Source: an optimization exercise on an open RTL-to-GDS flow (aim: small area, a short achievable clock period and few clock cycles per item). Production flows keep margins and buffers that such runs may drop.
Only simulation tests tie the RTL to the original design; equivalence was not proved.
Power and IR drop assume default switching activity.

## old
==> flow/design.v <==
module SHA(
	input logic PCLK_IN,
	input logic [4:0] PADDR_IN,
	input logic PRESETn_IN,
	input logic PSEL_IN,
	input logic PENABLE_IN,
	input logic PWRITE_IN,
	input logic [31:0] PWDATA_IN,
	output logic PREADY_OUT,
	output logic [31:0] PRDATA_OUT);
	localparam logic [31:0] K0 = 32'h5a827999, K1 = 32'h6ed9eba1,
	                        K2 = 32'h8f1bbcdc, K3 = 32'hca62c1d6;
	logic [31:0] M [16];    
	logic [15:0] zf;        
	logic [31:0] S [16];    
	logic [31:0] H [5];     
	logic [31:0] a, b, c, d, eKW;
	logic [6:0] p;          
	logic sch;              
	logic [3:0] tgt;        
	logic [1:0] kn;         
	logic [31:0] F1, F0;    
	logic xrot;             
	logic yen;              
	logic ok;               
	logic busy;             
	wire rdy = !busy;
	wire rst = !PRESETn_IN;
	wire we = PSEL_IN & !PENABLE_IN & PWRITE_IN & rdy;
	wire [3:0] k = PADDR_IN[4] ? 4'd15 : PADDR_IN[3:0];
	logic [15:0] wk;        
	always_comb for (int j = 0; j < 16; j++) wk[j] = we && k == j;
	wire ld = rdy & (!ok | p[4]);     
	wire hazard = we & (ld ? (k == 4'd0) : (sch | (k < tgt)));
	wire last = !rdy & (p == 7'd80);
	logic [31:0] f;
	always_comb for (int i = 0; i < 32; i++) f[i] = b[i] ? F1[i] : F0[i];
	wire [31:0] a5 = {a[26:0], a[31:27]};
	wire [31:0] T = a5 + f + eKW;
	wire [31:0] cn = {b[1:0], b[31:2]};
	wire [31:0] cxd = cn ^ c;
	wire [31:0] F1n = (kn == 2'd0) ? cn : (kn == 2'd2) ? (cn | c) : ~cxd;
	wire [31:0] F0n = (kn == 2'd0) ? c : (kn == 2'd2) ? (cn & c) : cxd;
	wire [31:0] kv = (kn == 2'd0) ? K0 : (kn == 2'd1) ? K1 : (kn == 2'd2) ? K2 : K3;
	wire [31:0] eKWn = d + kv + S[15];
	wire [3:0] tw = ld ? 4'd1 : tgt;   
	wire tv = ld | !sch;
	logic [31:0] msel;
	always_comb begin
		msel = 32'd0;
		for (int j = 0; j < 16; j++)
			if (tv && tw == j && !zf[j]) msel = msel | M[j];
	end
	wire wsel = we & tv & (k == tw);   
	wire [31:0] wrec = S[13] ^ S[8] ^ S[2] ^ S[0];
	wire [31:0] wn = wsel ? PWDATA_IN : (sch & !ld) ? {wrec[30:0], wrec[31]} : msel;
	wire [31:0] m0 = zf[0] ? 32'd0 : M[0];
	wire [31:0] X = rdy ? K0 : xrot ? {a[1:0], a[31:2]} : a;
	wire [31:0] Y = yen ? M[0] : 32'd0;
	wire [31:0] hsum = H[4] + X + Y;
	wire ring = !rdy & (p >= 7'd76);
	always_ff @(posedge PCLK_IN) begin
		for (int j = 0; j < 16; j++)
			if (wk[j]) M[j] <= PWDATA_IN;
		if (rst) zf <= 16'hffff;
		else zf <= zf & ~wk;
		for (int j = 0; j < 14; j++) S[j] <= S[j+1];
		S[14] <= ld ? m0 : S[15];
		S[15] <= wn;
		if (ld) begin
			a <= H[0]; b <= H[1]; c <= H[2]; d <= H[3]; eKW <= hsum;
			F1 <= H[2]; F0 <= H[3];
		end else begin
			a <= T; b <= a; c <= cn; d <= c; eKW <= eKWn;
			F1 <= F1n; F0 <= F0n;
		end
		if (rst || ld || last) begin
			p <= 7'd0;
			tgt <= 4'd2;
			sch <= 1'b0;
			kn <= 2'd0;
		end else begin
			p <= p + 7'd1;
			tgt <= tgt + 4'd1;
			sch <= sch | (tgt == 4'd15);
			if (p == 7'd18) kn <= 2'd1;
			if (p == 7'd38) kn <= 2'd2;
			if (p == 7'd58) kn <= 2'd3;
		end
		xrot <= (p <= 7'd77);
		yen <= rdy_n & !zf_n0;
		if (rst) begin
			PREADY_OUT <= 1'b1;
			busy <= 1'b0;
			ok <= 1'b0;
		end else begin
			if (last || hazard) ok <= 1'b0;
			else if (ld) ok <= 1'b1;
			PREADY_OUT <= rdy_n;
			busy <= !rdy_n;
		end
		if (rst) begin
			H[0] <= 32'h67452301;
			H[1] <= 32'hefcdab89;
			H[2] <= 32'h98badcfe;
			H[3] <= 32'h10325476;
			H[4] <= 32'hc3d2e1f0;
		end else if (ring) begin
			H[0] <= hsum; H[1] <= H[0]; H[2] <= H[1]; H[3] <= H[2]; H[4] <= H[3];
		end
		case (PADDR_IN)
			5'd16: PRDATA_OUT <= H[0];
			5'd17: PRDATA_OUT <= H[1];
			5'd18: PRDATA_OUT <= H[2];
			5'd19: PRDATA_OUT <= H[3];
			5'd20: PRDATA_OUT <= H[4];
			default: PRDATA_OUT <= 32'd0;
		endcase
	end
	wire rdy_n = rst | (rdy ? !(PSEL_IN & PENABLE_IN) : last);
	wire zf_n0 = rst | (zf[0] & !wk[0]);
endmodule
==> flow/config.mk <==
export PLATFORM = sky130hd
export DESIGN_NAME = SHA
export DESIGN_NICKNAME = SHA
export VERILOG_FILES = /design/flow/design.v
export SDC_FILE = /design/flow/constraint.sdc
export NUM_CORES = 8
export LEC_CHECK = 0
export CAP_MARGIN = 20
export CORE_MARGIN = 2
export CORE_UTILIZATION = 50
export GPL_TIMING_DRIVEN = 1
export PLACE_DENSITY = 0.6
export SLEW_MARGIN = 20
export TNS_END_PERCENT = 5
==> flow/constraint.sdc <==
create_clock -name core_clock -period 11.0 [get_ports {PCLK_IN}]
set_input_delay 2.2000 -clock core_clock [delete_from_list [all_inputs] [get_ports {PCLK_IN}]]
set_output_delay 2.2000 -clock core_clock [all_outputs]
set_load 0.01 [all_outputs]
standard.sh (not shown) runs the stock make flow with config.mk's settings and CLKGATE_MAP_FILE= SYNTH_SCRIPT=/design/flow/synth_recipe.tcl, a recipe that flattens the netlist after the stock synthesis.
==> flow/flow/run.sh <==
#!/bin/bash
# The standard layout with: the standard synthesis script, its logic mapped
# by a delay-oriented ABC script; repair_timing aiming for a larger setup slack;
# a clock tree of larger sink clusters without dummy loads; buf_2 port buffers.
set -euo pipefail
here=$PWD
{ head -1 synth_recipe.tcl; sed "s|@ABC_SCRIPT@|$here/flow/delay.abc|" flow/abc_override.tcl; tail -n +2 synth_recipe.tcl; } > my_synth.tcl
bash standard.sh SYNTH_SCRIPT=$here/my_synth.tcl SETUP_SLACK_MARGIN=8.0 \
  "CTS_ARGS=-sink_clustering_enable -repair_clock_nets -dont_use_dummy_load -sink_clustering_size 24 -sink_clustering_max_diameter 100" \
  "BUFFER_PORTS_ARGS=-buffer_cell sky130_fd_sc_hd__buf_2" \
  finish > standard.log 2>&1
==> flow/flow/abc_override.tcl <==
# Map the logic with a delay-oriented ABC script (structural hashing, then a
# choice computation and a delay-driven cut mapping), instead of
# ORFS's abc_speed.script. Only the combinational mapping changes.
proc abc {args} {
  set i [lsearch -exact $args -script]
  if {$i >= 0} { set args [lreplace $args $i [expr {$i + 1}] -script @ABC_SCRIPT@] }
  yosys abc {*}$args
}
==> flow/flow/delay.abc <==
strash; dch; map -D 1500; topo; buffer -c; upsize -c; dnsize -c
Testbench counts of old, summed over its fixed seeds: cycles 34,095, blocks 397.
Edits applied to the flow inputs when going from old to new:
diff --git a/flow/design.v b/flow/design.v
--- a/flow/design.v
+++ b/flow/design.v
@@ -15,8 +15,10 @@
 	logic [31:0] S [16];    
 	logic [31:0] H [5];     
 	logic [31:0] a, b, c, d, eKW;
 	logic [6:0] p;          
+	logic [15:0] oh;        
+	logic [15:0] th;        
 	logic sch;              
 	logic [3:0] tgt;        
 	logic [1:0] kn;         
 	logic [31:0] F1, F0;    
@@ -30,9 +32,9 @@
 	wire [3:0] k = PADDR_IN[4] ? 4'd15 : PADDR_IN[3:0];
 	logic [15:0] wk;        
 	always_comb for (int j = 0; j < 16; j++) wk[j] = we && k == j;
 	wire ld = rdy & (!ok | p[4]);     
-	wire hazard = we & (ld ? (k == 4'd0) : (sch | (k < tgt)));
+	wire hazard = we & (ld ? (k == 4'd0) : th[k]);
 	wire last = !rdy & (p == 7'd80);
 	logic [31:0] f;
 	always_comb for (int i = 0; i < 32; i++) f[i] = b[i] ? F1[i] : F0[i];
 	wire [31:0] a5 = {a[26:0], a[31:27]};
@@ -42,17 +44,16 @@
 	wire [31:0] F1n = (kn == 2'd0) ? cn : (kn == 2'd2) ? (cn | c) : ~cxd;
 	wire [31:0] F0n = (kn == 2'd0) ? c : (kn == 2'd2) ? (cn & c) : cxd;
 	wire [31:0] kv = (kn == 2'd0) ? K0 : (kn == 2'd1) ? K1 : (kn == 2'd2) ? K2 : K3;
 	wire [31:0] eKWn = d + kv + S[15];
-	wire [3:0] tw = ld ? 4'd1 : tgt;   
-	wire tv = ld | !sch;
 	logic [31:0] msel;
 	always_comb begin
 		msel = 32'd0;
 		for (int j = 0; j < 16; j++)
-			if (tv && tw == j && !zf[j]) msel = msel | M[j];
+			if ((ld ? (j == 1) : oh[j]) && !zf[j]) msel = msel | M[j];
 	end
-	wire wsel = we & tv & (k == tw);   
+	wire [3:0] tw = ld ? 4'd1 : tgt;   
+	wire wsel = we & (ld | !sch) & (k == tw);
 	wire [31:0] wrec = S[13] ^ S[8] ^ S[2] ^ S[0];
 	wire [31:0] wn = wsel ? PWDATA_IN : (sch & !ld) ? {wrec[30:0], wrec[31]} : msel;
 	wire [31:0] m0 = zf[0] ? 32'd0 : M[0];
 	wire [31:0] X = rdy ? K0 : xrot ? {a[1:0], a[31:2]} : a;
@@ -75,15 +76,19 @@
 			F1 <= F1n; F0 <= F0n;
 		end
 		if (rst || ld || last) begin
 			p <= 7'd0;
+			oh <= 16'h0004;
 			tgt <= 4'd2;
+			th <= 16'h0003;
 			sch <= 1'b0;
 			kn <= 2'd0;
 		end else begin
 			p <= p + 7'd1;
+			oh <= {oh[14:0], 1'b0};
 			tgt <= tgt + 4'd1;
-			sch <= sch | (tgt == 4'd15);
+			th <= {th[14:0], 1'b1};
+			sch <= sch | oh[15];
 			if (p == 7'd18) kn <= 2'd1;
 			if (p == 7'd38) kn <= 2'd2;
 			if (p == 7'd58) kn <= 2'd3;
 		end
--- outcome ---
Diff old and new: relative area change from synthesis to final layout lower in new. On clock-pin slew on the worst setup and hold paths, old tracks new almost exactly. Against old, hold slack in new came out better. On new: combinational cell fraction of total power is 1.1 points lower than what old gave. Number of buffers on the longest clock path of new is on par with old.
Testbench counts of new, summed over its fixed seeds: cycles 34,095, blocks 397.

port drivers added, routing unchanged:
The results above use ideal ports. As a check the final layouts listed here were re-extracted and re-timed, cells and wires unchanged.
Step 1 assumes that a clkbuf_16 drives the clock port and a buf_2 every other input.
Step 2 adds t to the input delays and takes it off the output delays; t is the mean of the earliest and latest rising clock arrival at the registers after step 1. Input paths then give back, and output paths get back, about the clock's delay inside the block.
Slacks: no drivers / after step 1 / after step 2; pairs: no drivers / after step 1.
run | t (ns) | slack for setup (ns) | worst hold slack (ns) | worst data-port slew with drivers (ns)
old | 0.736 | 7.486 / 7.486 / 6.987 | 0.291 / 0.291 / 0.291 | 0.13
new | 0.734 | 7.593 / 7.524 / 6.874 | 0.313 / 0.313 / 0.313 | 0.15
After both steps setup and hold are still met in every run listed. For new, which loses most, drivers alone change the setup slack by -0.069 ns; drivers and shift together by -0.719 ns.
